From an optimization exercise on the open Yosys and OpenROAD flow, aimed at small area, a short achievable clock period and few clock cycles per item; shortcuts taken in it are not production practice. The RTL was checked by simulation tests, not by an equivalence proof against the original design.

**config.mk**
```make
export PLATFORM = sky130hd
export DESIGN_NAME = fp64_mul_pipe3
export DESIGN_NICKNAME = fp64_mul_pipe3
export VERILOG_FILES = /design/flow/design.v
export SDC_FILE = /design/flow/constraint.sdc
export NUM_CORES = 4
export LEC_CHECK = 0
export CAP_MARGIN = 20
export CORE_MARGIN = 2
export CORE_UTILIZATION = 40
export SLEW_MARGIN = 20
```
**constraint.sdc**
```tcl
create_clock -name core_clock -period 20.0 [get_ports {clk}]
set_input_delay 4.0000 -clock core_clock [delete_from_list [all_inputs] [get_ports {clk}]]
set_output_delay 4.0000 -clock core_clock [all_outputs]
set_load 0.01 [all_outputs]
```
**design.v**
```verilog
`timescale 1ns / 1ps
module vedic_13x13 (
    input  wire [12:0] a,
    input  wire [12:0] b,
    output wire [25:0] y
);
    assign y = a * b;
endmodule
`timescale 1ns/1ps
module fp64_mantissa_mul_hybrid_pipe3 (
    input  wire         clk,
    input  wire         rst,
    input  wire         in_valid,
    input  wire [52:0]  mant_a,
    input  wire [52:0]  mant_b,
    output reg  [105:0] mant_prod,
    output reg          mant_valid,
    output wire         valid_s1_out,
    output wire         valid_s2_out,
    output wire         valid_s3_out
);
    reg valid_s1, valid_s2, valid_s3;
    assign valid_s1_out = valid_s1;
    assign valid_s2_out = valid_s2;
    assign valid_s3_out = valid_s3;
    always @(posedge clk) begin
        if (rst) begin
            valid_s1    <= 1'b0;
            valid_s2    <= 1'b0;
            valid_s3    <= 1'b0;
            mant_valid  <= 1'b0;
        end else begin
            valid_s1   <= in_valid;
            valid_s2   <= valid_s1;
            valid_s3   <= valid_s2;
            mant_valid <= valid_s3;
        end
    end
    wire [26:0] a_hi = mant_a[52:26];
    wire [25:0] a_lo = mant_a[25:0];
    wire [26:0] b_hi = mant_b[52:26];
    wire [25:0] b_lo = mant_b[25:0];
    wire [53:0] p_hi = a_hi * b_hi;
    wire [12:0] a0 = a_lo[12:0];
    wire [12:0] a1 = a_lo[25:13];
    wire [12:0] b0 = b_lo[12:0];
    wire [12:0] b1 = b_lo[25:13];
    wire [25:0] p00, p01, p10, p11;
    vedic_13x13 u00 (.a(a0), .b(b0), .y(p00));
    vedic_13x13 u01 (.a(a0), .b(b1), .y(p01));
    vedic_13x13 u10 (.a(a1), .b(b0), .y(p10));
    vedic_13x13 u11 (.a(a1), .b(b1), .y(p11));
    wire [51:0] p_lo =
          ({26'b0, p00})
        + ({13'b0, p01, 13'b0})
        + ({13'b0, p10, 13'b0})
        + ({p11,   26'b0});
    wire [27:0] sum_a = {1'b0, a_hi} + {2'b00, a_lo};    
    wire [27:0] sum_b = {1'b0, b_hi} + {2'b00, b_lo};    
    wire [55:0] p_mid = sum_a * sum_b;                     
    wire [55:0] cross_term = p_mid
                      - {2'b00, p_hi}     
                      - {4'b00, p_lo};    
    reg [53:0] p_hi_r;
    reg [51:0] p_lo_r;
    reg [55:0] cross_r;
    always @(posedge clk) begin
        if (rst) begin
            p_hi_r  <= 0;
            p_lo_r  <= 0;
            cross_r <= 0;
        end else if (in_valid) begin       
            p_hi_r  <= p_hi;
            p_lo_r  <= p_lo;
            cross_r <= cross_term;
        end
    end
    reg [53:0] p_hi_r2;
    reg [51:0] p_lo_r2;
    reg [55:0] cross_r2;
    always @(posedge clk) begin
        if (rst) begin
            p_hi_r2  <= 0;
            p_lo_r2  <= 0;
            cross_r2 <= 0;
        end else if (valid_s1) begin       
            p_hi_r2  <= p_hi_r;
            p_lo_r2  <= p_lo_r;
            cross_r2 <= cross_r;
        end
    end
    wire [105:0] term_hi  = {p_hi_r2,  52'b0};           
    wire [105:0] term_mid = {24'b0, cross_r2, 26'b0};    
    wire [105:0] term_lo  = {54'b0, p_lo_r2};             
    wire [105:0] csa_sum   = term_hi ^ term_mid ^ term_lo;
    wire [105:0] csa_carry = (term_hi & term_mid)
                           | (term_mid & term_lo)
                           | (term_hi & term_lo);
    wire [105:0] mant_s3   = csa_sum + (csa_carry << 1);
    reg [105:0] mant_s3_r;
    always @(posedge clk) begin
        if (rst)            mant_s3_r <= 0;
        else if (valid_s2)  mant_s3_r <= mant_s3;   
    end
    always @(posedge clk) begin
        if (rst)            mant_prod <= 0;
        else if (valid_s3)  mant_prod <= mant_s3_r;   
    end
endmodule
`timescale 1ns / 1ps
module fp64_mul_pipe3 (
    input  wire        clk,
    input  wire        rst,
    input  wire        in_valid,  
    input  wire [63:0] a,
    input  wire [63:0] b,
    output reg  [63:0] result,
    output reg         mant_valid
);
reg signed [12:0] exp_pipe [0:3];
reg               sign_pipe[0:3];
integer k;
wire sign_a = a[63];
wire sign_b = b[63];
wire [10:0] exp_a = a[62:52];
wire [10:0] exp_b = b[62:52];
wire [51:0] frac_a = a[51:0];
wire [51:0] frac_b = b[51:0];
wire sign_r = sign_a ^ sign_b;
wire [52:0] mant_a = (exp_a == 11'd0) ? {1'b0, frac_a} : {1'b1, frac_a};
wire [52:0] mant_b = (exp_b == 11'd0) ? {1'b0, frac_b} : {1'b1, frac_b};
wire signed [12:0] exp_a_13 = {2'b00, exp_a};
wire signed [12:0] exp_b_13 = {2'b00, exp_b};
wire signed [12:0] exp_sum = exp_a_13 + exp_b_13 - 13'sd1023;
wire [105:0] mant_prod;
wire mant_valid_internal;
wire v1, v2, v3;
fp64_mantissa_mul_hybrid_pipe3 u_mul (
    .clk(clk),
    .rst(rst),
    .in_valid(in_valid),
    .mant_a(mant_a),
    .mant_b(mant_b),
    .mant_prod(mant_prod),
    .mant_valid(mant_valid_internal),
    .valid_s1_out(v1),
    .valid_s2_out(v2),
    .valid_s3_out(v3)
);
reg need_norm_r;
always @(posedge clk) begin
    if (rst) begin
        for (k = 0; k < 4; k = k + 1) begin
            exp_pipe[k]  <= 0;
            sign_pipe[k] <= 0;
        end
    end else begin
        if (in_valid) begin
            exp_pipe[0]  <= exp_sum;
            sign_pipe[0] <= sign_r;
        end
        if (v1) begin
            exp_pipe[1] <= exp_pipe[0];
            sign_pipe[1] <= sign_pipe[0];
        end
        if (v2) begin
            exp_pipe[2] <= exp_pipe[1];
            sign_pipe[2] <= sign_pipe[1];
        end
        if (v3) begin
            exp_pipe[3] <= exp_pipe[2];
            sign_pipe[3] <= sign_pipe[2];
        end
    end
end
reg signed [12:0] exp_pipe4;
reg               sign_pipe4;
always @(posedge clk) begin
    if (rst) begin
        exp_pipe4  <= 0;
        sign_pipe4 <= 0;
    end else begin
        exp_pipe4  <= exp_pipe[3];
        sign_pipe4 <= sign_pipe[3];
    end
end
reg mant_valid_s4;
always @(posedge clk) begin
    if (rst)
        need_norm_r <= 0;
    else if (mant_valid_internal)
        need_norm_r <= mant_prod[104];
end
always @(posedge clk) begin
    if (rst)
        mant_valid_s4 <= 0;
    else
        mant_valid_s4 <= mant_valid_internal;
end
wire [53:0] mant_align = mant_prod[105:52];
wire need_norm = mant_align[53];
wire [53:0] mant_norm =
    need_norm ? (mant_align >> 1)
              : mant_align;
wire signed [12:0] exp_norm =
    need_norm ? (exp_pipe[3] + 13'sd1)
              : exp_pipe[3];
wire [51:0] frac_main = mant_norm[51:0];
wire guard = mant_prod[51];
wire round_bit = mant_prod[50];
wire sticky = |mant_prod[49:0];
wire round_up = guard & (round_bit | sticky | frac_main[0]);
wire [52:0] frac_round = {1'b0, frac_main} + {52'b0, round_up};
wire rounding_carry = frac_round[52];
wire [51:0] frac_final = rounding_carry ? frac_round[52:1] : frac_round[51:0];
wire signed [12:0] exp_final = rounding_carry ? (exp_norm + 13'sd1) : exp_norm;
always @(posedge clk) begin
    if (rst) begin
        result <= 0;
        mant_valid <= 0;
    end else begin
        if (mant_valid_internal) begin
            result <= {sign_pipe[3], exp_final[10:0], frac_final};
            mant_valid <= 1'b1;
        end else begin
            mant_valid <= 1'b0;
        end
    end
end
endmodule
```
**run.sh**
```bash
#!/bin/bash
# synth_recipe.tcl (not shown) runs the flow's synth.tcl, then flattens the netlist and writes it again
# the make line also repeats each setting of config.mk as NAME=value (left out here)
make -C /OpenROAD-flow-scripts/flow DESIGN_CONFIG=/design/flow/config.mk WORK_HOME=/design/flow/orfs CLKGATE_MAP_FILE= SYNTH_SCRIPT=/design/flow/synth_recipe.tcl finish
```
==> reports/metrics.csv <==
stage;metric;value;unit
routing;vias;83600;
worst_setup_path;r2r_slack;15310;ps
clock_tree;cts_resized;0;
floorplan;die_w;524;µm
global_route;antenna_found_initial;22;
timing;tightest_slew;1240;ps
placement;dpl_cell_area;115000;µm²
logic_synthesis;synth_xor_area_share;3.13;%
floorplan;placementRows;190;
placement;numPortBuffers;195;
logic_synthesis;yosysWarningCount;4;
clock_tree;clk_pin_slew_worst_paths;60;ps
logic_synthesis;synth_compound_area_share;7.78;%
final_layout;drive_gt1_share;4.01;%
global_route;grt_pass1_vias;84200;
worst_setup_path;rr_startpoint;u_mul.p_lo_r2[39];
logic_synthesis;ys_seq_elements;653;
logic_synthesis;synth_top_flop_cell;dfxtp_1;
routing;drt_pass1_iterations;6;
logic_synthesis;synthAdderAreaFrac;47.2;%
logic_synthesis;yosys.area_share.simple;15.7;%
floorplan;die_h;524;µm
floorplan;design.die.area;274000;µm²
clock_tree;tritoncts;done;
floorplan;core_area;268000;µm²
run;max_cap_violations;0;
worst_setup_path;timing.rr.end;u_mul.mant_s3_r[100];
worst_setup_path;startpoint_type;input port;
global_route;grt.overflow.total;0;
worst_setup_path;crit_path_max_incr_delay;900;ps
worst_setup_path;required;20510;ps
logic_synthesis;avgSynthCellArea;8.75;µm²
worst_setup_path;critical_path_peak_fanout;15;
logic_synthesis;ys_async_sr_fraction;0;%
placement;dp_hpwl;268;mm
worst_setup_path;critPathBufInv;6;
logic_synthesis;yosysUniqueCellTypes;86;
floorplan;start_util;40.3;%
clock_tree;numCtsBuffers;74;
placement;gp_congestion;0.961;
clock_tree;clock_latency;660;ps
logic_synthesis;synth_mux_area_share;4.36;%
routing;vias_per_cell;5.27;
worst_setup_path;crit_arrival;19460;ps
logic_synthesis;synthCells;12400;
routing;wirelength;330;mm
final_layout;syn2layout_area_growth;8.35;%
hold_path;hold_end;u_mul.mant_s3_r[50];
clock_tree;ctsHoldBuffers;0;
timing;fin_ws;1050;ps
worst_setup_path;crit_top_cell;fa_1;
logic_synthesis;yosysSeqAreaShare;12.1;%
final_layout;layout_common_cells;inv_1 (2159), fa_1 (1919), nand2_1 (1886), ha_1 (1008), nor2_1 (846);
placement;place_ws;466;ps
final_layout;nets;15300;
hold_path;holdPathStages;2;
global_route;grt_max_degree;100;
timing;final_hold_viol_count;0;
timing;period_share;94.8;%
final_layout;final_common_cell;inv_1;
worst_setup_path;critical_path_class;input port to flip-flop;
hold_path;hold_start;u_mul.mant_s3_r[50];
clock_tree;cts_setup_buffers;0;
logic_synthesis;syn-cell-area;108000;µm²
timing;finalSetupViolCount;0;
worst_setup_path;rr_worst_depth;11;
final_layout;postLayoutCellArea;117000;µm²
worst_setup_path;critical_path.slowest_cell;xnor2_1;
timing;max_freq;52.8;MHz
logic_synthesis;synth_edf_count;0;
logic_synthesis;syn-num-nets;15400;
timing;slew_headroom;17.0;%
clock_tree;max-clock-path-buffers;3;
worst_setup_path;critical-path-top-delay-family;adder cells;
routing;wl_per_cell;20.8;µm
status;outcome;timing/DRC/antenna clean;
timing;tns;0;ps
clock_tree;cts.sinks;653;
timing;report.final.slew_viol_count;0;
logic_synthesis;synth_top_family_by_area;adder cells;
global_route;grtUsageTotal;24.1;%
worst_setup_path;end_kind;flip-flop;
timing;finalCriticalPeriod;18950;ps
clock_tree;clock-root-buffer;clkbuf_16;
floorplan;ios;196;
global_route;grt_pass1_wl;508;mm
timing;fin_skew;37.2;ps
clock_tree;htreeDepth;3;
hold_path;hp-class;flip-flop to flip-flop;
routing;dr.first_iter.drc_count;5898;
routing;remaining_drc_errors;0;
routing;ant_nets;0;
timing;rsz0062_at_grt;false;
==> synthesized netlist by cell type, drive strengths merged (11+ instances only) <==
cell type | count | share of area, %
o211ai | 33 | 0.23
dfxtp | 653 | 12
a211o | 12 | 0.097
o21ai | 246 | 1.1
a211oi | 127 | 0.89
a221oi | 11 | 0.089
and4 | 16 | 0.13
o21a | 45 | 0.31
and3 | 61 | 0.35
clkbuf | 580 | 2.0
o21bai | 56 | 0.39
o31ai | 12 | 0.083
ha | 1008 | 12
a21o | 154 | 1.1
xnor2 | 265 | 2.1
a31oi | 38 | 0.22
buf | 53 | 0.20
a22o | 18 | 0.15
nor3 | 81 | 0.38
a22oi | 17 | 0.12
nor2b | 87 | 0.50
xor2 | 122 | 0.99
nand2b | 36 | 0.21
nor4 | 33 | 0.20
nand3 | 104 | 0.49
fa | 1919 | 36
nor2 | 848 | 2.9
inv | 2160 | 7.5
or3 | 24 | 0.14
nand2 | 1886 | 6.5
o22ai | 11 | 0.064
or2 | 17 | 0.098
a21oi | 372 | 1.7
and2 | 539 | 3.1
mux2i | 461 | 4.3
a311oi | 23 | 0.19
nand4 | 52 | 0.30
a21boi | 15 | 0.10
==> how the worst max path moves through the flow <==
stage / from / end / depth (start not counted)
final: a[4] / u_mul.cross_r[52] / 50
after detailed placement: a[4] / u_mul.cross_r[54] / 50
after CTS: a[4] / u_mul.cross_r[52] / 50
after floorplan: b[14] / u_mul.cross_r[52] / 61
after global placement: b[15] / u_mul.cross_r[55] / 54
after global routing: b[15] / u_mul.cross_r[55] / 56
==> area by class of cell <==
class / instances / area (µm²)
clock inverter: 30 / 479
antenna: 6 / 15.0
fill: 26500 / 151000
multi-input combinational: 8904 / 85200
clock buffer: 101 / 2080
inverter: 2161 / 8110
sequential: 653 / 13100
timing repair buffer: 434 / 3720
tap: 3552 / 4440
==> layer usage <==
layer / routed length (µm) / global-route usage [%]
met1: 141000 / 32.4
met2: 147000 / 37.9
met3: 26700 / 4.72
met4: 15100 / 9.65
met5: 158 / 0
==> flip-flops by register name, summed over array words and instances (netlist names) <==
| name | cells |
|---|---|
| u_mul.mant_valid | 1 |
| u_mul.cross_r | 56 |
| u_mul.valid_s2 | 1 |
| u_mul.valid_s3 | 1 |
| u_mul.mant_prod | 106 |
| mant_valid | 1 |
| u_mul.p_lo_r | 52 |
| u_mul.p_lo_r2 | 52 |
| u_mul.mant_s3_r | 106 |
| sign_pipe | 4 |
| u_mul.valid_s1 | 1 |
| u_mul.p_hi_r | 54 |
| u_mul.cross_r2 | 56 |
| u_mul.p_hi_r2 | 54 |
| result | 64 |
| exp_pipe | 44 |
==> cell families (layout without fill, tap and decap cells) <==
logic type | Yosys count | in the layout
AO/OA/AOI/OAI | 1297 | 1297
XOR/XNOR | 387 | 387
adder cells (fa/ha/maj) | 2927 | 2927
buffers and inverters | 2794 | 2726
flip-flops | 653 | 653
multiplexers | 470 | 470
other | 0 | 6
AND/OR/NAND/NOR | 3823 | 3823
==> per-stage QoR <==
stage                     hold slack (ps)  cells  util [%]
after global placement                442  15700      42.7
after global routing                  476  15800      43.6
after CTS                             455  15800      43.6
final                                 458  15800      43.6
after floorplan                       425  12400         -
after detailed placement              449  15700      42.7
==> worst register-to-register path: stages (launching register included) <==
cell       delay [ps]
dfxtp_1           370
ha_1              260
ha_1              410
o21ai_0           190
a211oi_1          310
o211ai_1          230
a2111oi_0         880
o211ai_1          340
a211oi_1          540
nor2_1            240
or4_1             550
a311oi_1          250
Testbench counts, summed over its fixed seeds: cycles 8,008, ops 1,600.

re-timing with driven ports:
How much do the figures lean on ideal ports? The routed layout below was timed once more, with nothing changed but the port constraints.
Step 1: set_driving_cell puts a clkbuf_16 on clk and a buf_2 on each other input, an assumption about the parent block.
Step 2 adds t to the input delays and takes it off the output delays; t is the mean of the earliest and latest rising clock arrival at the registers after step 1. Input paths then give back, and output paths get back, about the clock's delay inside the block.
a / b / c = no drivers / after step 1 / after step 2; a / b = the first two.
shift t [ns]: 0.716
setup slack, ns: 1.047 / 1.054 / 0.338
latest minus earliest clock arrival (ns): 0.043 / 0.042
slew at the worst register clock pin (ns): 0.07 / 0.07
cell pins on the clock port's net: 1
After both steps setup and hold are still met in this run. The setup slack of this run moves by +0.007 ns with the drivers and by -0.709 ns with both steps.
